From an optimization exercise on the open Yosys and OpenROAD flow, aimed at small area; shortcuts taken in it are not production practice. Where RTL was checked, it was by simulation tests only, not by an equivalence proof against the original. Only the layout flow was run in run 2; the RTL was not checked for function there. Power is estimated from default activity; no workload was simulated.

==> flow/design.v, too long to show whole: its modules and the start of the top module <==
// module clk_div: 31 lines
// module VGA_Display: 26 lines
// module spr_ball: 408 lines
// module spr_bar_a: 574 lines
// module spr_bar_b: 574 lines
// module rom_ctl: 31 lines
// module Glitch_Reduce: 16 lines
// module debounce: 18 lines
// module score: 77 lines
// module Main_FSM: 72 lines
// module bar_ctl: 39 lines
// module ram_ctl: 171 lines
// module ball_fsm: 157 lines
// module top: 66 lines
module top(
input clk,
input rst,
input [15:0] MemDB,
input [4:0] clt,
output [2:0] red,
output [2:0] green,
output [1:0] blue,
output hsync,
output vsync,
output [25:0] MemAdr,
output we_L,
output oe_L,
output ce_L,
output lb_L,
output ub_L,
output RamADV_L,
output RamCLK,
output RamCRE,
output FlashCS,
output [3:0] sel,
output [7:0] data
    );
  // ...
==> flow/run.sh <==
#!/bin/bash
# synth_recipe.tcl (not shown) runs the flow's synth.tcl, then flattens the netlist and writes it again
# the make line also repeats each setting of config.mk as NAME=value (left out here)
make -C /OpenROAD-flow-scripts/flow DESIGN_CONFIG=/design/flow/config.mk WORK_HOME=/design/flow/orfs CLKGATE_MAP_FILE= SYNTH_SCRIPT=/design/flow/synth_recipe.tcl finish
==> flow/config.mk <==
export PLATFORM = sky130hd
export DESIGN_NAME = top
export DESIGN_NICKNAME = top
export VERILOG_FILES = /design/flow/design.v
export SDC_FILE = /design/flow/constraint.sdc
export NUM_CORES = 4
export LEC_CHECK = 0
export CAP_MARGIN = 20
export CORE_MARGIN = 2
export CORE_UTILIZATION = 40
export SLEW_MARGIN = 20
export SYNTH_MEMORY_MAX_BITS = 20000
==> flow/constraint.sdc <==
create_clock -name core_clock -period 10.0 [get_ports {clk}]
set_input_delay 2.0000 -clock core_clock [delete_from_list [all_inputs] [get_ports {clk}]]
set_output_delay 2.0000 -clock core_clock [all_outputs]
set_load 0.01 [all_outputs]
==> summary.txt, run 1 <==
status: complete, no violations
Pwr top: sequential cells
share of post-route cells with drive strength above 1: 5.71%
CTS Buffer Depth: 3
CP dominant cell by count: fa_1
hold slack: 0.380 ns
worst r2r dst: u_ball_fsm.ball_y[8]$_SDFFE_PN1P_
clk latency of the worst-skew pair: 0.56 ns
first-pass GRT wire length: 104 mm
FF/Latch Area: 8060 um2
largest net degree at the start of global routing: 81
worst endpoint required time: 10.49 ns
sequential cells: 329
Hold Path End: u_Main_FSM.Up2$_DFF_PP0_
Setup TNS: 0 ns
Area Overhead vs Synth: 10.5%
most common cell after layout, fill and taps aside: dfrtp_1
synth top area cells: dfrtp_1, fa_1, dfxtp_1
DR vias: 19,500
CTS Buf Count: 39
Seq/total area: 31.0%
worst min path class: register to register
Post-Synth Simple-Gate Area: 19.7%
routed vias/inst: 5.82
fillers: 5,559
Final Instance Area: 26,000 um2
ANT nets after route: 0
Slew HR: 21.9%
CP arrival: 8.44 ns
==> module debounce, before the edit <==
module debounce(
input clk,
input rst,
input in,
output reg st
    );
reg [9:0] cnt;
wire done = (cnt == 10'd356);	 
always@(posedge clk or posedge rst)
	if(rst) begin
		cnt <= 0;
		st <= 0;
	end else begin
		if(done || in == st) cnt <= 0;
		else cnt <= {cnt[8:0], ~(cnt[9] ^ cnt[6])};
		if(done) st <= in;
	end
endmodule
==> module top, before the edit <==
module top(
input clk,
input rst,
input [15:0] MemDB,
input [4:0] clt,
output [2:0] red,
output [2:0] green,
output [1:0] blue,
output hsync,
output vsync,
output [25:0] MemAdr,
output we_L,
output oe_L,
output ce_L,
output lb_L,
output ub_L,
output RamADV_L,
output RamCLK,
output RamCRE,
output FlashCS,
output [3:0] sel,
output [7:0] data
    );
assign we_L = 1;
assign oe_L = 0;
assign ce_L = 0;
assign lb_L = 0;
assign ub_L = 0;
assign RamADV_L = 0;
assign RamCLK = 0;
assign RamCRE = 0;
assign FlashCS = 1;
wire [5:0] random;
wire scan_end, clk_40ns, clk_80ns, clk_c7;
clk_div u_clk_div(.clk(clk), .rst(rst), .random(random), .scan_end(scan_end),
	.clk_40ns(clk_40ns), .clk_80ns(clk_80ns), .clk_c7(clk_c7));
wire w_state, s_state, Ua_state, Da_state, Pause;
Glitch_Reduce u_Glitch_Reduce(.clk(clk), .rst(rst), .clt(clt), .w_state(w_state),
	.s_state(s_state), .Ua_state(Ua_state), .Da_state(Da_state), .Pause(Pause));
wire [1:0] Winner;
wire start;
wire [3:0] state;
Main_FSM u_Main_FSM(.clk(clk), .rst(rst), .w_state(w_state), .s_state(s_state),
	.Ua_state(Ua_state), .Da_state(Da_state), .Pause(Pause), .Winner(Winner),
	.start(start), .state(state));
wire tick;
rom_ctl u_rom_ctl(.clk(clk), .rst(rst), .start(start), .state(state), .tick(tick));
wire [9:0] bar_a_y, bar_b_y;
bar_ctl u_bar_ctl(.clk(clk), .w_state(w_state), .s_state(s_state),
	.Ua_state(Ua_state), .Da_state(Da_state), .ESC_state(Pause), .start(start),
	.tick(tick), .bar_a_y(bar_a_y), .bar_b_y(bar_b_y));
wire [9:0] ball_x, ball_y;
wire [1:0] win;
ball_fsm u_ball_fsm(.clk(clk), .rst(rst), .start(start), .tick(tick), .random(random),
	.bar_a_y(bar_a_y), .bar_b_y(bar_b_y), .ball_x(ball_x), .ball_y(ball_y), .win(win));
score u_score(.clk(clk), .rst(rst), .win(win), .start(start), .scan_end(scan_end),
	.sel(sel), .data(data), .Winner(Winner));
wire display;
wire [9:0] hcount, vcount;
VGA_Display u_VGA_Display(.rst(rst), .clk(clk), .clk_40ns(clk_40ns), .hsync(hsync),
	.vsync(vsync), .display(display), .hcount(hcount), .vcount(vcount));
ram_ctl u_ram_ctl(.clk(clk), .rst(rst), .clk_40ns(clk_40ns), .clk_80ns(clk_80ns),
	.clk_c7(clk_c7), .display(display), .MemDB(MemDB), .hcount(hcount), .vcount(vcount),
	.ball_x(ball_x), .ball_y(ball_y), .bar_a_y(bar_a_y), .bar_b_y(bar_b_y), .state(state),
	.red(red), .green(green), .blue(blue), .MemAdr(MemAdr));
endmodule
==> inputs of run 2 (changes only) <==
--- a/flow/design.v
+++ b/flow/design.v
@@ -1,62 +1,3 @@
-`timescale 1ns / 1ps
-module clk_div(
-input clk,
-input rst,
-output [5:0] random,
-output scan_end,
-output clk_40ns,
-output clk_80ns,
-output clk_c7
-    );
-reg [4:0] lo;
-reg [11:0] hi;
-reg rnd5;
-wire lo_max = &lo;
-assign random = {rnd5, lo};
-assign scan_end = lo_max && (hi == 12'd1146);	 
-assign clk_40ns = (lo[1:0] == 2'b01);
-assign clk_80ns = (lo[2:0] == 3'b011);
-assign clk_c7   = (lo[2:0] == 3'b111);
-always@(posedge clk or posedge rst)
-	if(rst) begin
-		lo <= 5'd0;
-		hi <= 12'd0;
-		rnd5 <= 1'b0;
-	end else begin
-		lo <= lo + 5'd1;
-		if(lo_max) begin
-			rnd5 <= ~rnd5;
-			hi <= scan_end ? 12'd0 : {hi[10:0], ~(hi[11] ^ hi[5] ^ hi[3] ^ hi[0])};
-		end
-	end
-endmodule
-`timescale 1ns / 1ps
-module VGA_Display(
-input rst,
-input clk,
-input clk_40ns,
-output hsync,
-output vsync,
-output reg display,
-output reg [9:0] hcount,
-output reg [9:0] vcount
-    );
-assign hsync = (hcount >= 10'd96);
-assign vsync = (vcount >= 10'd2);
-always@(posedge clk or posedge rst)
-	if(rst) begin
-		hcount <= 0;
-		vcount <= 0;
-		display <= 0;
-	end else if(clk_40ns) begin
-		if(hcount == 10'd799) begin
-			hcount <= 0;
-			vcount <= (vcount == 10'd520) ? 10'd0 : vcount + 10'd1;
-		end else
-			hcount <= hcount + 10'd1;
-		display <= (hcount >= 10'd144) && (hcount <= 10'd783) && (vcount >= 10'd31) && (vcount <= 10'd510);
-	end
-endmodule
 module spr_ball(input [4:0] row, input [3:0] col, input hi, output reg [7:0] pix, output reg transp);
 always @* begin
   pix = 8'bx; transp = 1'bx;
@@ -1614,83 +1555,270 @@
 end
 endmodule
 `timescale 1ns / 1ps
-module rom_ctl(
+module top(
 input clk,
 input rst,
-input start,
-input [3:0] state,
-output tick
+input [15:0] MemDB,
+input [4:0] clt,
+output reg [2:0] red,
+output reg [2:0] green,
+output reg [1:0] blue,
+output hsync,
+output vsync,
+output [25:0] MemAdr,
+output we_L,
+output oe_L,
+output ce_L,
+output lb_L,
+output ub_L,
+output RamADV_L,
+output RamCLK,
+output RamCRE,
+output FlashCS,
+output reg [3:0] sel,
+output reg [7:0] data
     );
-reg [9:0] counter;
-reg clk_50Hz;
-wire frozen = (state == 4'd5) || (state == 4'd6);
-wire half = (counter == 10'd347);	 
-wire full = (counter == 10'd356);	 
-wire [9:0] next = {counter[8:0], ~(counter[9] ^ counter[6])};
-assign tick = half && !clk_50Hz && start && !frozen;
-always@(posedge clk)
-	if(!start)
-		counter <= 0;
-	else if(frozen)
-		;
-	else if(full)
-		counter <= 0;
-	else
-		counter <= next;
+assign we_L = 1;
+assign oe_L = 0;
+assign ce_L = 0;
+assign lb_L = 0;
+assign ub_L = 0;
+assign RamADV_L = 0;
+assign RamCLK = 0;
+assign RamCRE = 0;
+assign FlashCS = 1;
+reg [16:0] cnt;
+reg rnd5;
+wire [5:0] random = {rnd5, cnt[4:0]};
+wire scan_end = (cnt == 17'd99_999);
+wire clk_40ns = (cnt[1:0] == 2'b01);
+wire clk_80ns = (cnt[2:0] == 3'b011);
+wire clk_c7   = (cnt[2:0] == 3'b111);
 always@(posedge clk or posedge rst)
-	if(rst)
-		clk_50Hz <= 0;
-	else if(start && !frozen) begin
-		if(half) clk_50Hz <= 1;
-		else if(full) clk_50Hz <= 0;
+	if(rst) begin
+		cnt <= 17'd0;
+		rnd5 <= 1'b0;
+	end else begin
+		cnt <= scan_end ? 17'd0 : cnt + 17'd1;
+		if(cnt[4:0] == 5'b11111)
+			rnd5 <= ~rnd5;
 	end
-endmodule
-`timescale 1ns / 1ps
-module Glitch_Reduce(
-input clk,
-input rst,
-input [4:0] clt,
-output w_state,
-output s_state,
-output Ua_state,
-output Da_state,
-output Pause
-    );
+wire w_state, s_state, Ua_state, Da_state, Pause;
 debounce u_db0(.clk(clk), .rst(rst), .in(clt[0]), .st(w_state));
 debounce u_db1(.clk(clk), .rst(rst), .in(clt[1]), .st(s_state));
 debounce u_db2(.clk(clk), .rst(rst), .in(clt[2]), .st(Ua_state));
 debounce u_db3(.clk(clk), .rst(rst), .in(clt[3]), .st(Da_state));
 debounce u_db4(.clk(clk), .rst(rst), .in(clt[4]), .st(Pause));
-endmodule
-module debounce(
-input clk,
-input rst,
-input in,
-output reg st
-    );
-reg [9:0] cnt;
-wire done = (cnt == 10'd356);	 
+reg Up1, Up2, Down1, Down2, Back1, Back2, Enter1, Enter2, Pause1, Pause2;
+wire Up = Up1 & ~Up2;
+wire Down = Down1 & ~Down2;
+wire Back = Back1 & ~Back2;
+wire Enter = Enter1 & ~Enter2;
+wire PAUSE = Pause1 & ~Pause2;
 always@(posedge clk or posedge rst)
 	if(rst) begin
-		cnt <= 0;
-		st <= 0;
+		{Up1,Up2,Down1,Down2,Back1,Back2,Enter1,Enter2,Pause1,Pause2} <= 10'd0;
 	end else begin
-		if(done || in == st) cnt <= 0;
-		else cnt <= {cnt[8:0], ~(cnt[9] ^ cnt[6])};
-		if(done) st <= in;
+		Up1 <= Ua_state; Up2 <= Up1;
+		Down1 <= s_state; Down2 <= Down1;
+		Enter1 <= Da_state; Enter2 <= Enter1;
+		Back1 <= w_state; Back2 <= Back1;
+		Pause1 <= Pause; Pause2 <= Pause1;
 	end
-endmodule
-`timescale 1ns / 1ps
-module score(
-input clk,
-input rst,
-input [1:0] win,
-input start,
-input scan_end,
-output reg [3:0] sel,
-output reg [7:0] data,
-output [1:0] Winner
-    );
+reg [3:0] state;
+reg start;
+reg Mark;
+reg mflag;
+reg [21:0] mwait;	 
+wire [1:0] Winner;
+wire game = (state == 4'd3) || (state == 4'd5) || (state == 4'd6);
+wire frozen = (state == 4'd5) || (state == 4'd6);
+always@(posedge clk or posedge rst)
+	if(rst) start <= 0;
+	else start <= game;
+always@(posedge clk or posedge rst)
+	if(rst) begin
+		mwait <= 0;
+		mflag <= 0;
+	end else if(mwait == 22'd3_000_000) begin
+		mwait <= 0;
+		mflag <= 0;
+	end else if(Mark) begin
+		mwait <= 0;
+		mflag <= 1;
+	end else if(mflag)
+		mwait <= mwait + 22'd1;
+always@(posedge clk or posedge rst)
+	if(rst) begin
+		state <= 4'd0;
+		Mark <= 0;
+	end else
+		case(state)
+			4'd0: if(Up) state <= 4'd2; else if(Down) state <= 4'd1; else if(Enter) state <= 4'd3;
+			4'd1: if(Up) state <= 4'd0; else if(Down) state <= 4'd2; else if(Enter) state <= 4'd4;
+			4'd2: if(Up) state <= 4'd1; else if(Down) state <= 4'd0; else if(Enter) state <= 4'd7;
+			4'd3: if(PAUSE) state <= 4'd5;
+			4'd4: if(Enter || Back) state <= 4'd1;
+			4'd5: if(PAUSE || Enter || Back) state <= 4'd3; else if(Up || Down) state <= 4'd6;
+			4'd6:
+				if(PAUSE || Back) state <= 4'd3;
+				else if(Up || Down) state <= 4'd5;
+				else if(Enter && Winner == 2'd1) begin state <= 4'd8; Mark <= 1; end
+				else if(Enter && Winner == 2'd2) begin state <= 4'd9; Mark <= 1; end
+				else if(Enter && Winner == 2'd3) begin state <= 4'd10; Mark <= 1; end
+			4'd7: ;
+			4'd8, 4'd9, 4'd10:
+				if(Mark) Mark <= 0;
+				else if(!mflag) state <= 4'd0;
+			default: state <= 4'd0;
+		endcase
+reg [9:0] mcnt;		 
+reg clk_50Hz;
+wire tick = (mcnt == 10'd500) && !clk_50Hz && start && !frozen;
+always@(posedge clk or posedge rst)
+	if(rst) begin
+		mcnt <= 0;
+		clk_50Hz <= 0;
+	end else if(!start)
+		mcnt <= 0;
+	else if(frozen)
+		;
+	else if(mcnt == 10'd500) begin
+		clk_50Hz <= 1;
+		mcnt <= mcnt + 10'd1;
+	end else if(mcnt == 10'd1000) begin
+		mcnt <= 0;
+		clk_50Hz <= 0;
+	end else
+		mcnt <= mcnt + 10'd1;
+reg [9:0] bar_a_y, bar_b_y;
+wire [9:0] bar_a_sp = Pause ? 10'd0 : (s_state ? (w_state ? 10'd0 : 10'd3) : (w_state ? -10'd3 : 10'd0));
+wire [9:0] bar_b_sp = Pause ? 10'd0 : (Da_state ? (Ua_state ? 10'd0 : 10'd3) : (Ua_state ? -10'd3 : 10'd0));
+wire [9:0] bar_a_n = bar_a_y + bar_a_sp;
+wire [9:0] bar_b_n = bar_b_y + bar_b_sp;
+always@(posedge clk or posedge rst)
+	if(rst) begin
+		bar_a_y <= 10'd205;
+		bar_b_y <= 10'd205;
+	end else if(!start) begin
+		bar_a_y <= 10'd205;
+		bar_b_y <= 10'd205;
+	end else if(tick) begin
+		if(!(bar_a_n <= 10'd5) && !(bar_a_n >= 10'd405))
+			bar_a_y <= bar_a_n;
+		if(!(bar_b_n <= 10'd5) && !(bar_b_n >= 10'd405))
+			bar_b_y <= bar_b_n;
+	end
+reg [9:0] ball_x, ball_y;
+reg xs_neg, xs_4;
+reg ys_neg;
+reg [1:0] ys_m;		 
+reg [1:0] win;
+reg [5:0] bwait;
+reg bmark;
+wire [9:0] x_speed = xs_neg ? (xs_4 ? -10'd4 : -10'd3) : (xs_4 ? 10'd4 : 10'd3);
+wire [9:0] ys_mag = {8'd0, ys_m} + 10'd2;
+wire [9:0] y_speed = ys_neg ? -ys_mag : ys_mag;
+wire scored = (win == 2'd1) || (win == 2'd2);
+wire nx_neg = !random[5];
+wire nx_4 = (random[5] == random[3]);
+reg [1:0] ny_m;
+always @* begin
+	case({random[4],random[2],random[0]})
+		3'd2, 3'd5: ny_m = 2'd1;
+		3'd3, 3'd4: ny_m = 2'd0;
+		default: ny_m = 2'd2;
+	endcase
+end
+wire [9:0] bxs = ball_x + x_speed;
+wire [9:0] bys = ball_y + y_speed;
+wire [9:0] bar_a_end = bar_a_y + 10'd69;
+wire [9:0] bar_b_end = bar_b_y + 10'd69;
+always@(posedge clk or posedge rst)
+	if(rst) begin
+		ball_x <= 10'd132;
+		xs_neg <= 1; xs_4 <= 0;
+		win <= 2'd0;
+	end else if(!start) begin
+		ball_x <= 10'd320;
+		xs_neg <= nx_neg; xs_4 <= nx_4;
+		win <= 2'd0;
+	end else if(!tick)
+		;
+	else if(scored) begin
+		ball_x <= 10'd320;
+		xs_neg <= nx_neg; xs_4 <= nx_4;
+		win <= 2'd0;
+	end else if(ball_x - 10'd10 + x_speed <= 10'd22 && ball_y >= bar_a_y && ball_y <= bar_a_end) begin
+		ball_x <= 10'd32;
+		xs_neg <= ~xs_neg;
+		win <= 2'd0;
+	end else if(ball_x + 10'd10 + x_speed >= 10'd617 && ball_y >= bar_b_y && ball_y <= bar_b_end) begin
+		ball_x <= 10'd607;
+		xs_neg <= ~xs_neg;
+		win <= 2'd0;
+	end else if(bxs <= 10'd15) begin
+		ball_x <= 10'd15;
+		xs_neg <= ~xs_neg;
+		win <= 2'd2;
+	end else if(bxs >= 10'd625) begin
+		ball_x <= 10'd625;
+		xs_neg <= ~xs_neg;
+		win <= 2'd1;
+	end else if(!bmark) begin
+		ball_x <= bxs;
+		win <= 2'd0;
+	end
+always@(posedge clk or posedge rst)
+	if(rst) begin
+		bwait <= 0;
+		bmark <= 0;
+	end else if(!start)
+		bwait <= 0;
+	else if(!tick)
+		;
+	else if(scored) begin
+		bwait <= 0;
+		bmark <= 1;
+	end else if(bwait == 6'd50) begin
+		bwait <= 0;
+		bmark <= 0;
+	end else if(bmark)
+		bwait <= bwait + 6'd1;
+wire in_a_x = (ball_x >= 10'd5) && (ball_x <= 10'd22);
+wire in_b_x = (ball_x >= 10'd617) && (ball_x <= 10'd634);
+always@(posedge clk or posedge rst)
+	if(rst) begin
+		ball_y <= 10'd280;
+		ys_neg <= 0; ys_m <= 2'd1;
+	end else if(!start) begin
+		ball_y <= 10'd240;
+		ys_neg <= 0; ys_m <= ny_m;
+	end else if(!tick)
+		;
+	else if(scored) begin
+		ball_y <= 10'd240;
+		ys_neg <= 0; ys_m <= ny_m;
+	end else if(ball_y + 10'd10 <= bar_a_y && ball_y + 10'd10 + y_speed >= bar_a_y && in_a_x) begin
+		ball_y <= bar_a_y - 10'd10;
+		ys_neg <= ~ys_neg;
+	end else if(ball_y + 10'd10 <= bar_b_y && ball_y + 10'd10 + y_speed >= bar_b_y && in_b_x) begin
+		ball_y <= bar_b_y - 10'd10;
+		ys_neg <= ~ys_neg;
+	end else if(ball_y - 10'd10 >= bar_a_end && ball_y - 10'd10 + y_speed <= bar_a_end && in_a_x) begin
+		ball_y <= bar_a_y + 10'd79;
+		ys_neg <= ~ys_neg;
+	end else if(ball_y - 10'd10 >= bar_a_end && ball_y - 10'd10 + y_speed <= bar_b_end && in_b_x) begin
+		ball_y <= bar_b_y + 10'd79;
+		ys_neg <= ~ys_neg;
+	end else if(bys <= 10'd15) begin
+		ball_y <= 10'd15;
+		ys_neg <= ~ys_neg;
+	end else if(bys >= 10'd465) begin
+		ball_y <= 10'd465;
+		ys_neg <= ~ys_neg;
+	end else if(!bmark)
+		ball_y <= bys;
 reg [1:0] win1, win2;
 reg [7:0] scorea, scoreb;
 assign Winner = (scorea > scoreb) ? 2'd1 : ((scorea == scoreb) ? 2'd3 : 2'd2);
@@ -1757,164 +1885,28 @@
 		default: data = 8'b0111_0001;
 	endcase
 end
-endmodule
-`timescale 1ns / 1ps
-module Main_FSM(
-input clk,
-input rst,
-input w_state,
-input s_state,
-input Ua_state,
-input Da_state,
-input Pause,
-input [1:0] Winner,
-output reg start,
-output reg [3:0] state
-    );
-reg Up1, Up2, Down1, Down2, Back1, Back2, Enter1, Enter2, Pause1, Pause2;
-wire Up = Up1 & ~Up2;
-wire Down = Down1 & ~Down2;
-wire Back = Back1 & ~Back2;
-wire Enter = Enter1 & ~Enter2;
-wire PAUSE = Pause1 & ~Pause2;
-always@(posedge clk or posedge rst)
-	if(rst) begin
-		{Up1,Up2,Down1,Down2,Back1,Back2,Enter1,Enter2,Pause1,Pause2} <= 10'd0;
-	end else begin
-		Up1 <= Ua_state; Up2 <= Up1;
-		Down1 <= s_state; Down2 <= Down1;
-		Enter1 <= Da_state; Enter2 <= Enter1;
-		Back1 <= w_state; Back2 <= Back1;
-		Pause1 <= Pause; Pause2 <= Pause1;
-	end
-reg Mark;
-reg flag;
-reg [21:0] Wait;
-wire wait_end = flag && (Wait == 22'd1261992);	 
-always@(posedge clk or posedge rst)
-	if(rst) start <= 0;
-	else start <= (state == 4'd3) || (state == 4'd5) || (state == 4'd6);
-always@(posedge clk)
-	if(Mark)
-		Wait <= 0;
-	else if(flag)
-		Wait <= {Wait[20:0], ~(Wait[21] ^ Wait[20])};
-always@(posedge clk or posedge rst)
-	if(rst)
-		flag <= 0;
-	else if(wait_end)
-		flag <= 0;
-	else if(Mark)
-		flag <= 1;
+reg [9:0] hcount, vcount;
+reg display;
+assign hsync = (hcount >= 10'd96);
+assign vsync = (vcount >= 10'd2);
 always@(posedge clk or posedge rst)
 	if(rst) begin
-		state <= 4'd0;
-		Mark <= 0;
-	end else
-		case(state)
-			4'd0: if(Up) state <= 4'd2; else if(Down) state <= 4'd1; else if(Enter) state <= 4'd3;
-			4'd1: if(Up) state <= 4'd0; else if(Down) state <= 4'd2; else if(Enter) state <= 4'd4;
-			4'd2: if(Up) state <= 4'd1; else if(Down) state <= 4'd0; else if(Enter) state <= 4'd7;
-			4'd3: if(PAUSE) state <= 4'd5;
-			4'd4: if(Enter || Back) state <= 4'd1;
-			4'd5: if(PAUSE || Enter || Back) state <= 4'd3; else if(Up || Down) state <= 4'd6;
-			4'd6:
-				if(PAUSE || Back) state <= 4'd3;
-				else if(Up || Down) state <= 4'd5;
-				else if(Enter && Winner == 2'd1) begin state <= 4'd8; Mark <= 1; end
-				else if(Enter && Winner == 2'd2) begin state <= 4'd9; Mark <= 1; end
-				else if(Enter && Winner == 2'd3) begin state <= 4'd10; Mark <= 1; end
-			4'd7: ;
-			4'd8, 4'd9, 4'd10:
-				if(Mark) Mark <= 0;
-				else if(!flag) state <= 4'd0;
-			default: state <= 4'd0;
-		endcase
-endmodule
-`timescale 1ns / 1ps
-module bar_ctl(
-input clk,
-input w_state,
-input s_state,
-input Ua_state,
-input Da_state,
-input ESC_state,
-input start,
-input tick,
-output reg [9:0] bar_a_y,
-output reg [9:0] bar_b_y
-    );
-function [9:0] add10(input [9:0] a, input [9:0] b);
-	integer i; reg c;
-	begin
-		c = 1'b0;
-		for(i = 0; i < 10; i = i + 1) begin
-			add10[i] = a[i] ^ b[i] ^ c;
-			c = (a[i] & b[i]) | (c & (a[i] ^ b[i]));
-		end
-	end
-endfunction
-wire a_dn = !ESC_state && s_state && !w_state;
-wire a_up = !ESC_state && !s_state && w_state;
-wire b_dn = !ESC_state && Da_state && !Ua_state;
-wire b_up = !ESC_state && !Da_state && Ua_state;
-wire [9:0] a_n = add10(bar_a_y, a_up ? -10'd3 : 10'd3);
-wire [9:0] b_n = add10(bar_b_y, b_up ? -10'd3 : 10'd3);
-always@(posedge clk)
-	if(!start) begin
-		bar_a_y <= 10'd235;
-		bar_b_y <= 10'd235;
-	end else if(tick) begin
-		if((a_dn && bar_a_y != 10'd433) || (a_up && bar_a_y != 10'd37))
-			bar_a_y <= a_n;
-		if((b_dn && bar_b_y != 10'd433) || (b_up && bar_b_y != 10'd37))
-			bar_b_y <= b_n;
-	end
-endmodule
-`timescale 1ns / 1ps
-module ram_ctl(
-input clk,
-input rst,
-input clk_40ns,
-input clk_80ns,
-input clk_c7,
-input display,
-input [15:0] MemDB,
-input [9:0] hcount,
-input [9:0] vcount,
-input [9:0] ball_x,
-input [9:0] ball_y,
-input [9:0] bar_a_y,
-input [9:0] bar_b_y,
-input [3:0] state,
-output reg [2:0] red,
-output reg [2:0] green,
-output reg [1:0] blue,
-output [25:0] MemAdr
-    );
-wire game = (state == 4'd3) || (state == 4'd5) || (state == 4'd6);
-function [9:0] add10(input [9:0] a, input [9:0] b, input ci);
-	integer i; reg c;
-	begin
-		c = ci;
-		for(i = 0; i < 10; i = i + 1) begin
-			add10[i] = a[i] ^ b[i] ^ c;
-			c = (a[i] & b[i]) | (c & (a[i] ^ b[i]));
-		end
-	end
-endfunction
-function lt10(input [9:0] a, input [9:0] b);
-	integer i; reg c;
-	begin
-		c = 1'b0;
-		for(i = 0; i < 10; i = i + 1)
-			c = (a[i] ^ b[i]) ? b[i] : c;
-		lt10 = c;
+		hcount <= 0;
+		vcount <= 0;
+		display <= 0;
+	end else if(clk_40ns) begin
+		if(hcount == 10'd799) begin
+			hcount <= 0;
+			vcount <= (vcount == 10'd520) ? 10'd0 : vcount + 10'd1;
+		end else
+			hcount <= hcount + 10'd1;
+		display <= (hcount >= 10'd144) && (hcount <= 10'd783) && (vcount >= 10'd31) && (vcount <= 10'd510);
 	end
-endfunction
+wire [9:0] hx = hcount - 10'd144;
+wire [9:0] vy = vcount - 10'd31;
 reg [9:0] ball_x_tem, ball_y_tem;
 reg [9:0] bar_a_y_tem, bar_b_y_tem;
-reg ball_on, bar_a_on, bar_b_on;
+reg bar_a_on, bar_b_on;		 
 reg flag, flag_bar_a, flag_bar_b;
 reg [4:0] b_row; reg [3:0] b_col;	 
 reg [6:0] a_row; reg [3:0] a_col;	 
@@ -1922,34 +1914,34 @@
 wire b_end = (b_row == 5'd19) && (b_col == 4'd9);
 wire a_end = (a_row == 7'd69) && (a_col == 4'd8);
 wire c_end = (c_row == 7'd69) && (c_col == 4'd8);
-wire [9:0] dx = add10(hcount, ~ball_x_tem, 1'b1);
-wire [9:0] dy = add10(vcount, ~ball_y_tem, 1'b1);
-wire [9:0] da = add10(vcount, ~bar_a_y_tem, 1'b1);
-wire [9:0] db = add10(vcount, ~bar_b_y_tem, 1'b1);
-wire b_hit = ball_on && lt10(dx, 10'd20) && (dy != 10'd0) && !lt10(10'd20, dy);
-wire a_hit = bar_a_on && !lt10(hcount, 10'd149) && !lt10(10'd166, hcount) && (da != 10'd0) && !lt10(10'd70, da);
-wire c_hit = bar_b_on && !lt10(hcount, 10'd761) && !lt10(10'd778, hcount) && (db != 10'd0) && !lt10(10'd70, db);
-always@(posedge clk)
-	if(clk_80ns) begin
-		if(!b_end && vcount == ball_y) begin
-			ball_x_tem <= ball_x; ball_y_tem <= ball_y;
-		end
-		if(!a_end && vcount == bar_a_y)
-			bar_a_y_tem <= bar_a_y;
-		if(!c_end && vcount == bar_b_y)
-			bar_b_y_tem <= bar_b_y;
-	end
+wire b_hit = (hx >= ball_x_tem - 10'd10) && (hx <= ball_x_tem + 10'd9) &&
+             (vy >= ball_y_tem - 10'd10) && (vy <= ball_y_tem + 10'd9) && (ball_x_tem != 10'd0);
+wire a_hit = bar_a_on && (hx >= 10'd5) && (hx <= 10'd22) &&
+             (vy >= bar_a_y_tem) && (vy <= bar_a_y_tem + 10'd69);
+wire c_hit = bar_b_on && (hx >= 10'd617) && (hx <= 10'd634) &&
+             (vy >= bar_b_y_tem) && (vy <= bar_b_y_tem + 10'd69);
 always@(posedge clk or posedge rst)
 	if(rst) begin
-		ball_on <= 0; bar_a_on <= 0; bar_b_on <= 0;
+		ball_x_tem <= 0; ball_y_tem <= 0;
+		bar_a_on <= 0; bar_a_y_tem <= 0;
+		bar_b_on <= 0; bar_b_y_tem <= 0;
 		flag <= 0; flag_bar_a <= 0; flag_bar_b <= 0;
 	end else if(clk_80ns) begin
-		if(b_end) ball_on <= 0;
-		else if(vcount == ball_y) ball_on <= 1;
-		if(a_end) bar_a_on <= 0;
-		else if(vcount == bar_a_y) bar_a_on <= 1;
-		if(c_end) bar_b_on <= 0;
-		else if(vcount == bar_b_y) bar_b_on <= 1;
+		if(b_end) begin
+			ball_x_tem <= 0; ball_y_tem <= 0;
+		end else if(vy == ball_y - 10'd11) begin
+			ball_x_tem <= ball_x; ball_y_tem <= ball_y;
+		end
+		if(a_end) begin
+			bar_a_on <= 0; bar_a_y_tem <= 0;
+		end else if(vy == bar_a_y - 10'd1) begin
+			bar_a_on <= 1; bar_a_y_tem <= bar_a_y;
+		end
+		if(c_end) begin
+			bar_b_on <= 0; bar_b_y_tem <= 0;
+		end else if(vy == bar_b_y - 10'd1) begin
+			bar_b_on <= 1; bar_b_y_tem <= bar_b_y;
+		end
 		flag <= !b_end && b_hit;
 		flag_bar_a <= !a_end && a_hit;
 		flag_bar_b <= !c_end && c_hit;
@@ -1979,44 +1971,34 @@
 			else c_col <= c_col + 4'd1;
 		end
 	end
-reg [20:0] madr;
+reg [20:0] madr;	 
 assign MemAdr = {5'd0, madr};
 reg [20:0] state_offset;
-reg [9:0] end_hi;	 
 always @* begin
 	case(state)
-		4'd1: begin state_offset = 21'd153600; end_hi = 10'd149; end
-		4'd2, 4'd7: begin state_offset = 21'd307200; end_hi = 10'd224; end
-		4'd3: begin state_offset = 21'd460800; end_hi = 10'd299; end
-		4'd4: begin state_offset = 21'd614400; end_hi = 10'd374; end
-		4'd5: begin state_offset = 21'd768000; end_hi = 10'd449; end
-		4'd6: begin state_offset = 21'd921600; end_hi = 10'd524; end
-		4'd8: begin state_offset = 21'd1075200; end_hi = 10'd599; end
-		4'd9: begin state_offset = 21'd1228800; end_hi = 10'd674; end
-		4'd10: begin state_offset = 21'd1382400; end_hi = 10'd749; end
-		default: begin state_offset = 21'd0; end_hi = 10'd74; end
+		4'd1: state_offset = 21'd153600;
+		4'd2: state_offset = 21'd307200;
+		4'd3: state_offset = 21'd460800;
+		4'd4: state_offset = 21'd614400;
+		4'd5: state_offset = 21'd768000;
+		4'd6: state_offset = 21'd921600;
+		4'd7: state_offset = 21'd307200;
+		4'd8: state_offset = 21'd1075200;
+		4'd9: state_offset = 21'd1228800;
+		4'd10: state_offset = 21'd1382400;
+		default: state_offset = 21'd0;
 	endcase
 end
-reg [20:0] madr_inc;
-integer k;
-reg cy;
-always @* begin
-	cy = 1'b1;
-	for(k = 0; k < 21; k = k + 1) begin
-		madr_inc[k] = madr[k] ^ cy;
-		cy = cy & madr[k];
-	end
-end
 always@(posedge clk or posedge rst)
 	if(rst)
 		madr <= 0;
 	else if(clk_80ns) begin
 		if(vcount == 10'd0)
 			madr <= state_offset;
-		else if(&madr[10:0] && madr[20:11] == end_hi)
+		else if(madr == state_offset + 21'd153599)
 			madr <= state_offset;
 		else if(display)
-			madr <= madr_inc;
+			madr <= madr + 21'd1;
 	end
 reg pcounter;
 wire [7:0] ball_pix, bar_a_pix, bar_b_pix;
@@ -2043,228 +2025,21 @@
 			{red, green, blue} <= bg;
 	end
 endmodule
-`timescale 1ns / 1ps
-module ball_fsm(
+module debounce(
 input clk,
 input rst,
-input start,
-input tick,
-input [5:0] random,
-input [9:0] bar_a_y,
-input [9:0] bar_b_y,
-output reg [9:0] ball_x,
-output reg [9:0] ball_y,
-output reg [1:0] win
+input in,
+output reg st
     );
-function [9:0] add10(input [9:0] a, input [9:0] b, input ci);
-	integer i; reg c;
-	begin
-		c = ci;
-		for(i = 0; i < 10; i = i + 1) begin
-			add10[i] = a[i] ^ b[i] ^ c;
-			c = (a[i] & b[i]) | (c & (a[i] ^ b[i]));
-		end
-	end
-endfunction
-function lt10(input [9:0] a, input [9:0] b);
-	integer i; reg c;
-	begin
-		c = 1'b0;
-		for(i = 0; i < 10; i = i + 1)
-			c = (a[i] ^ b[i]) ? b[i] : c;
-		lt10 = c;
-	end
-endfunction
-function slt10(input [9:0] a, input [9:0] b);
-	slt10 = lt10(a ^ 10'h200, b ^ 10'h200);
-endfunction
-reg xs_neg, xs_4;
-reg ys_neg;
-reg [1:0] ys_m;		 
-reg [5:0] bwait;	 
-reg bmark;
-wire [9:0] x_speed = xs_neg ? (xs_4 ? -10'd4 : -10'd3) : (xs_4 ? 10'd4 : 10'd3);
-wire [2:0] mag = {ys_m[1], ~ys_m[1], ys_m[0]};
-wire [9:0] ys_mag = {7'd0, mag};
-wire [9:0] y_speed = ys_neg ? -ys_mag : ys_mag;
-wire scored = (win == 2'd1) || (win == 2'd2);
-wire nx_neg = !random[5];
-wire nx_4 = (random[5] == random[3]);
-reg [1:0] ny_m;
-always @* begin
-	case({random[4],random[2],random[0]})
-		3'd2, 3'd5: ny_m = 2'd1;
-		3'd3, 3'd4: ny_m = 2'd0;
-		default: ny_m = 2'd2;
-	endcase
-end
-wire [9:0] bxs = add10(ball_x, x_speed, 1'b0);
-wire [9:0] bys = add10(ball_y, y_speed, 1'b0);
-wire [9:0] ea = add10(bar_a_y, ~ball_y, 1'b1);
-wire [9:0] eb = add10(bar_b_y, ~ball_y, 1'b1);
-wire hit_a_x = !lt10(10'd166, bxs);	 
-wire hit_b_x = !lt10(bxs, 10'd741);	 
-wire wall_l = !lt10(10'd149, bxs);	 
-wire wall_r = !lt10(bxs, 10'd759);	 
-wire on_a = !slt10(10'd10, ea) && !slt10(ea, -10'd59);
-wire on_b = !slt10(10'd10, eb) && !slt10(eb, -10'd59);
-always@(posedge clk or posedge rst)
-	if(rst)
-		win <= 2'd0;
-	else if(!start)
-		win <= 2'd0;
-	else if(tick) begin
-		if(scored)
-			win <= 2'd0;
-		else if(hit_a_x && on_a)
-			win <= 2'd0;
-		else if(hit_b_x && on_b)
-			win <= 2'd0;
-		else if(wall_l)
-			win <= 2'd2;
-		else if(wall_r)
-			win <= 2'd1;
-		else if(!bmark)
-			win <= 2'd0;
-	end
-always@(posedge clk)
-	if(!start) begin
-		ball_x <= 10'd454;
-		xs_neg <= nx_neg; xs_4 <= nx_4;
-	end else if(!tick)
-		;
-	else if(scored) begin
-		ball_x <= 10'd454;
-		xs_neg <= nx_neg; xs_4 <= nx_4;
-	end else if(hit_a_x && on_a) begin
-		ball_x <= 10'd166;
-		xs_neg <= ~xs_neg;
-	end else if(hit_b_x && on_b) begin
-		ball_x <= 10'd741;
-		xs_neg <= ~xs_neg;
-	end else if(wall_l) begin
-		ball_x <= 10'd149;
-		xs_neg <= ~xs_neg;
-	end else if(wall_r) begin
-		ball_x <= 10'd759;
-		xs_neg <= ~xs_neg;
-	end else if(!bmark)
-		ball_x <= bxs;
-always@(posedge clk)
-	if(!start)
-		bwait <= 0;
-	else if(tick) begin
-		if(scored || bwait == 6'd19)	 
-			bwait <= 0;
-		else if(bmark)
-			bwait <= {bwait[4:0], ~(bwait[5] ^ bwait[4])};
-	end
+reg [9:0] cnt;
+wire done = (cnt == 10'd1000);
 always@(posedge clk or posedge rst)
-	if(rst)
-		bmark <= 1'b0;
-	else if(start && tick) begin
-		if(scored)
-			bmark <= 1;
-		else if(bwait == 6'd19)
-			bmark <= 0;
+	if(rst) begin
+		cnt <= 0;
+		st <= 0;
+	end else begin
+		if(done || in == st) cnt <= 0;
+		else cnt <= cnt + 10'd1;
+		if(done) st <= in;
 	end
-wire in_a_x = !lt10(10'd156, ball_x);
-wire in_b_x = !lt10(ball_x, 10'd751);
-wire [9:0] top_hi = 10'd20 + {7'd0, mag};		 
-wire [9:0] bot_lo = 10'd955 - {7'd0, mag};		 
-wire c1 = in_a_x && !ys_neg && !lt10(ea, 10'd20) && !lt10(top_hi, ea);
-wire c2 = in_b_x && !ys_neg && !lt10(eb, 10'd20) && !lt10(top_hi, eb);
-wire c3 = in_a_x && ys_neg && !lt10(ea, bot_lo) && !lt10(10'd955, ea);
-wire c4 = in_b_x && !slt10(-10'd69, ea) && !slt10(eb, add10(y_speed, -10'd69, 1'b0));
-wire wall_t = !lt10(10'd35, bys);	 
-wire wall_b = !lt10(bys, 10'd485);	 
-wire [9:0] bsel = (c1 || c3) ? bar_a_y : bar_b_y;
-wire [9:0] ynew = add10(bsel, (c1 || c2) ? -10'd20 : 10'd69, 1'b0);
-always@(posedge clk)
-	if(!start) begin
-		ball_y <= 10'd260;
-		ys_neg <= 0; ys_m <= ny_m;
-	end else if(!tick)
-		;
-	else if(scored) begin
-		ball_y <= 10'd260;
-		ys_neg <= 0; ys_m <= ny_m;
-	end else if(c1 || c2 || c3 || c4) begin
-		ball_y <= ynew;
-		ys_neg <= ~ys_neg;
-	end else if(wall_t) begin
-		ball_y <= 10'd35;
-		ys_neg <= ~ys_neg;
-	end else if(wall_b) begin
-		ball_y <= 10'd485;
-		ys_neg <= ~ys_neg;
-	end else if(!bmark)
-		ball_y <= bys;
-endmodule
-`timescale 1ns / 1ps
-module top(
-input clk,
-input rst,
-input [15:0] MemDB,
-input [4:0] clt,
-output [2:0] red,
-output [2:0] green,
-output [1:0] blue,
-output hsync,
-output vsync,
-output [25:0] MemAdr,
-output we_L,
-output oe_L,
-output ce_L,
-output lb_L,
-output ub_L,
-output RamADV_L,
-output RamCLK,
-output RamCRE,
-output FlashCS,
-output [3:0] sel,
-output [7:0] data
-    );
-assign we_L = 1;
-assign oe_L = 0;
-assign ce_L = 0;
-assign lb_L = 0;
-assign ub_L = 0;
-assign RamADV_L = 0;
-assign RamCLK = 0;
-assign RamCRE = 0;
-assign FlashCS = 1;
-wire [5:0] random;
-wire scan_end, clk_40ns, clk_80ns, clk_c7;
-clk_div u_clk_div(.clk(clk), .rst(rst), .random(random), .scan_end(scan_end),
-	.clk_40ns(clk_40ns), .clk_80ns(clk_80ns), .clk_c7(clk_c7));
-wire w_state, s_state, Ua_state, Da_state, Pause;
-Glitch_Reduce u_Glitch_Reduce(.clk(clk), .rst(rst), .clt(clt), .w_state(w_state),
-	.s_state(s_state), .Ua_state(Ua_state), .Da_state(Da_state), .Pause(Pause));
-wire [1:0] Winner;
-wire start;
-wire [3:0] state;
-Main_FSM u_Main_FSM(.clk(clk), .rst(rst), .w_state(w_state), .s_state(s_state),
-	.Ua_state(Ua_state), .Da_state(Da_state), .Pause(Pause), .Winner(Winner),
-	.start(start), .state(state));
-wire tick;
-rom_ctl u_rom_ctl(.clk(clk), .rst(rst), .start(start), .state(state), .tick(tick));
-wire [9:0] bar_a_y, bar_b_y;
-bar_ctl u_bar_ctl(.clk(clk), .w_state(w_state), .s_state(s_state),
-	.Ua_state(Ua_state), .Da_state(Da_state), .ESC_state(Pause), .start(start),
-	.tick(tick), .bar_a_y(bar_a_y), .bar_b_y(bar_b_y));
-wire [9:0] ball_x, ball_y;
-wire [1:0] win;
-ball_fsm u_ball_fsm(.clk(clk), .rst(rst), .start(start), .tick(tick), .random(random),
-	.bar_a_y(bar_a_y), .bar_b_y(bar_b_y), .ball_x(ball_x), .ball_y(ball_y), .win(win));
-score u_score(.clk(clk), .rst(rst), .win(win), .start(start), .scan_end(scan_end),
-	.sel(sel), .data(data), .Winner(Winner));
-wire display;
-wire [9:0] hcount, vcount;
-VGA_Display u_VGA_Display(.rst(rst), .clk(clk), .clk_40ns(clk_40ns), .hsync(hsync),
-	.vsync(vsync), .display(display), .hcount(hcount), .vcount(vcount));
-ram_ctl u_ram_ctl(.clk(clk), .rst(rst), .clk_40ns(clk_40ns), .clk_80ns(clk_80ns),
-	.clk_c7(clk_c7), .display(display), .MemDB(MemDB), .hcount(hcount), .vcount(vcount),
-	.ball_x(ball_x), .ball_y(ball_y), .bar_a_y(bar_a_y), .bar_b_y(bar_b_y), .state(state),
-	.red(red), .green(green), .blue(blue), .MemAdr(MemAdr));
 endmodule
==> summary.txt, run 2 <==
Post-synth top cells: ha_1, nor2_1, nand2_1, dfrtp_1, a21oi_1
critical path launch point type: register
initial antenna violation count: 0
CP dominant cell by count: a21oi_1
Post-Place Cells: 4,836
nets: 4,259
FMAX: 161 MHz
post-synthesis sequential area ratio: 25.8%
share of post-route cells with drive strength above 1: 5.49% (-0.22 points)
worst min path class: register to register
Row Count: 103
Fin. Hold Viols: 0
Pleak: 15.2 nW
Initial Util: 40.4%
Final period util: 61.9%
worst endpoint required time: 10.50 ns (about the same)
number of post-CTS setup repair buffers: 0
core area: 78,900 um2
Area Overhead vs Synth: 9.56%
commonest non-fill, non-tap cells in the layout: ha_1, nor2_1, nand2_1, dfrtp_1, a21oi_1
DR vias: 28,300 (+45%)
ANT nets after route: 0 (unchanged)
number of synthesized flops with an enable pin: 0
hold slack: 0.375 ns (-0.00419 ns)
# IOs: 80
Mapped Area: 31,900 um2
clock slew at reported path FFs: 0.07 ns
chip width: 286 um
critical path's slowest cell: dfrtp_1
WS Path Type: register to register
Async SR Flop Fraction: 100%
FF/Latch Area: 8230 um2 (+2.1%)
peak supply drop: 0.136 mV
Iteration-0 DRC Markers: 2,484
CP max FO: 17
H-tree levels: 2
met3 GRT Util: 2.61%
utilization after layout: 44.2%
status: complete, no violations
fillers: 7,856 (+41%)
gr busiest metal: met2
worst-margin pin slew: 0.970 ns
Largest regs: mwait x22, madr x21, cnt x17
drt pass-1 iters: 6
first-pass GRT wire length: 146 mm (+40%)
cts repair resizes: 0
Final Instance Area: 34,900 um2 (+34%)
RSZ-0062 raised after global routing: no
CTS Buffer Depth: 3 (unchanged)
Post-synth top flop: dfrtp_1
Warnings, synthesis: 5
final setup fails: 0
Power Dens Cells: 163 nW/um2
post-synthesis sequential element count: 328
Multi-input gate area: 22,000 um2
ANT cells: 0
Worst Setup End Kind: register
Biggest register: mwait
DP Worst Slack: 3.87 ns
max_cap viols: 0
Detailed Route WL: 91.8 mm
Final Slew Violations: 0
global-route total usage across every layer: 21.9%
CP arrival: 6.69 ns (-1.75 ns)
Overflow after GRT: 0
placed cell area: 33,400 um2
WL/cell: 18.7 um
post-route insts no fill: 4,913
most common cell after layout, fill and taps aside: ha_1
CP cell instances: inv_1 > ha_1 > inv_1 > ha_1 > a21oi_1 > o21bai_1 > a21oi_1 > o21bai_1 > a21oi_1 > o21bai_1 > a21oi_1 > xnor2_1 > ha_1 > or4_1 > a221oi_1 > o221ai_1 > a31oi_1 > and2_1 > nor3_1 > a211o_1 > o31ai_1
skew final: 0.0269 ns
Hold-fix buffers, CTS: 0
area leader, netlist: dfrtp_1
CP Buf/Inv Count: 2
final worst slack: 3.81 ns
CTS root buf: clkbuf_16
Post-Syn Instances: 3,851
vias in the first global route: 26,600
most common cell in the netlist: ha_1
critical path's largest stage delay: 0.72 ns
max reg flops: 22
drt drc: 0
Setup TNS: 0 ns (unchanged)
CP delay by family, top: compound AO/OA/AOI/OAI gates
routed vias/inst: 5.77 (-0.77%)
synth top area cells: dfrtp_1, ha_1, xnor2_1
CTS tree: done
top cell type's share of synthesized area: 24.4%
Final Power: 5.67 mW
CTS Buf Count: 42 (+7.7%)
Syn Area/Cell: 8.27 um2
die area: 81,900 um2
largest net degree at the start of global routing: 142 (+75%)
Chip Height: 286 um
clk latency of the worst-skew pair: 0.59 ns (+0.03 ns)
dpl hpwl: 68.3 mm
met1 usage: 30.6%
grt met2 use: 35.2%
Slew HR: 35.3% (+13 points)
crit path time final: 6.19 ns
Yosys cell types: 93
GPL Wtd Cong: 0.945
clock sink count: 328
PortBufs: 64
[run 2: changes by cell type in the layout (fill, tap and decap cells not counted), sizes merged, moves of 44 or more]
cell	before	now
ha	120	393
nor2	160	329
a21oi	126	269
dfrtp	206	311
xnor2	98	232
o21ai	149	232
inv	178	228
dfxtp	79	0
fa	82	13
xor2	19	113
edfxtp	44	0
nand3	84	129
nand2	191	323
[run 2: kinds of logic after synthesis]
kind of cell	count (synthesis)	synth area share, %
buffers and inverters	414	5.15
other	2	0.0236
multiplexers	100	3.39
adder cells (fa/ha/maj)	406	16.3
AND/OR/NAND/NOR	1248	19.1
flip-flops	328	25.8
AO/OA/AOI/OAI	1008	20.8
XOR/XNOR	345	9.49
[run 2: layer usage]
layer  part of all wire (%)  up-vias
met2                     45      893
met5                      0        -
met1                     47    13500
met4                    3.0        0
met3                    5.6      144
li1                       -    13800
[run 2: area by class of cell]
type,instances,share of cell area [%]
Multi-Input combinational cell,3122,63.2
Inverter,236,2.55
Clock inverter,22,0.868
Sequential cell,328,23.6
Tap cell,1050,3.76
Clock buffer,55,3.41
Timing Repair Buffer,100,2.65
[run 2: path summary, 6_finish.rpt]
check	start	to	slack [ns]	depth (start not counted)
setup / recovery	ball_y[1]$_DFFE_PP0P_	ball_y[3]$_DFFE_PP1P_	3.81	21
hold / removal	Down1$_DFF_PP0_	Down2$_DFF_PP0_	0.38	0
setup reg to reg	ball_y[1]$_DFFE_PP0P_	ball_y[3]$_DFFE_PP1P_	3.81	21
hold reg to reg	Down1$_DFF_PP0_	Down2$_DFF_PP0_	0.38	0
max in group asynchronous	rst	u_db3.cnt[6]$_DFF_PP0_	6.14	4
min in group asynchronous	rst	bar_a_y_tem[0]$_DFFE_PP0P_	1.84	2
[run 2: report_power, final]
group          internal, mW  switching (mW)
Combinational          1.02            1.45
Clock                 0.999           0.634
Sequential             1.42           0.157
Total                  3.43            2.24

-- static timing again, ports no longer ideal --
The flow's constraints put no driver on any port. The routed layouts listed below were extracted and timed again, unchanged, in two steps.
Step 1 sets driving cells, clkbuf_16 on the clock port and buf_2 on the other inputs (assumed; they add their load-dependent delay and slew).
Step 2 moves the port delays by t, midway between the first and last clock arrival at a register: inputs arrive t later, outputs are due t later. That takes back most of the time a late clock gives input paths.
Three values: no drivers, after step 1, after step 2; two values: the first two.
run | t, ns | setup slack, ns | latest minus earliest clock arrival (ns) | worst register clock-pin slew, ns | worst slew at a driven data input, ns
run 1 | 0.607 | 2.050 / 2.050 / 2.050 | 0.018 / 0.018 | 0.07 / 0.07 | 0.05
run 2 | 0.635 | 3.806 / 3.806 / 3.806 | 0.031 / 0.030 | 0.07 / 0.07 | 0.05
After both steps setup and hold are still met in every run listed.
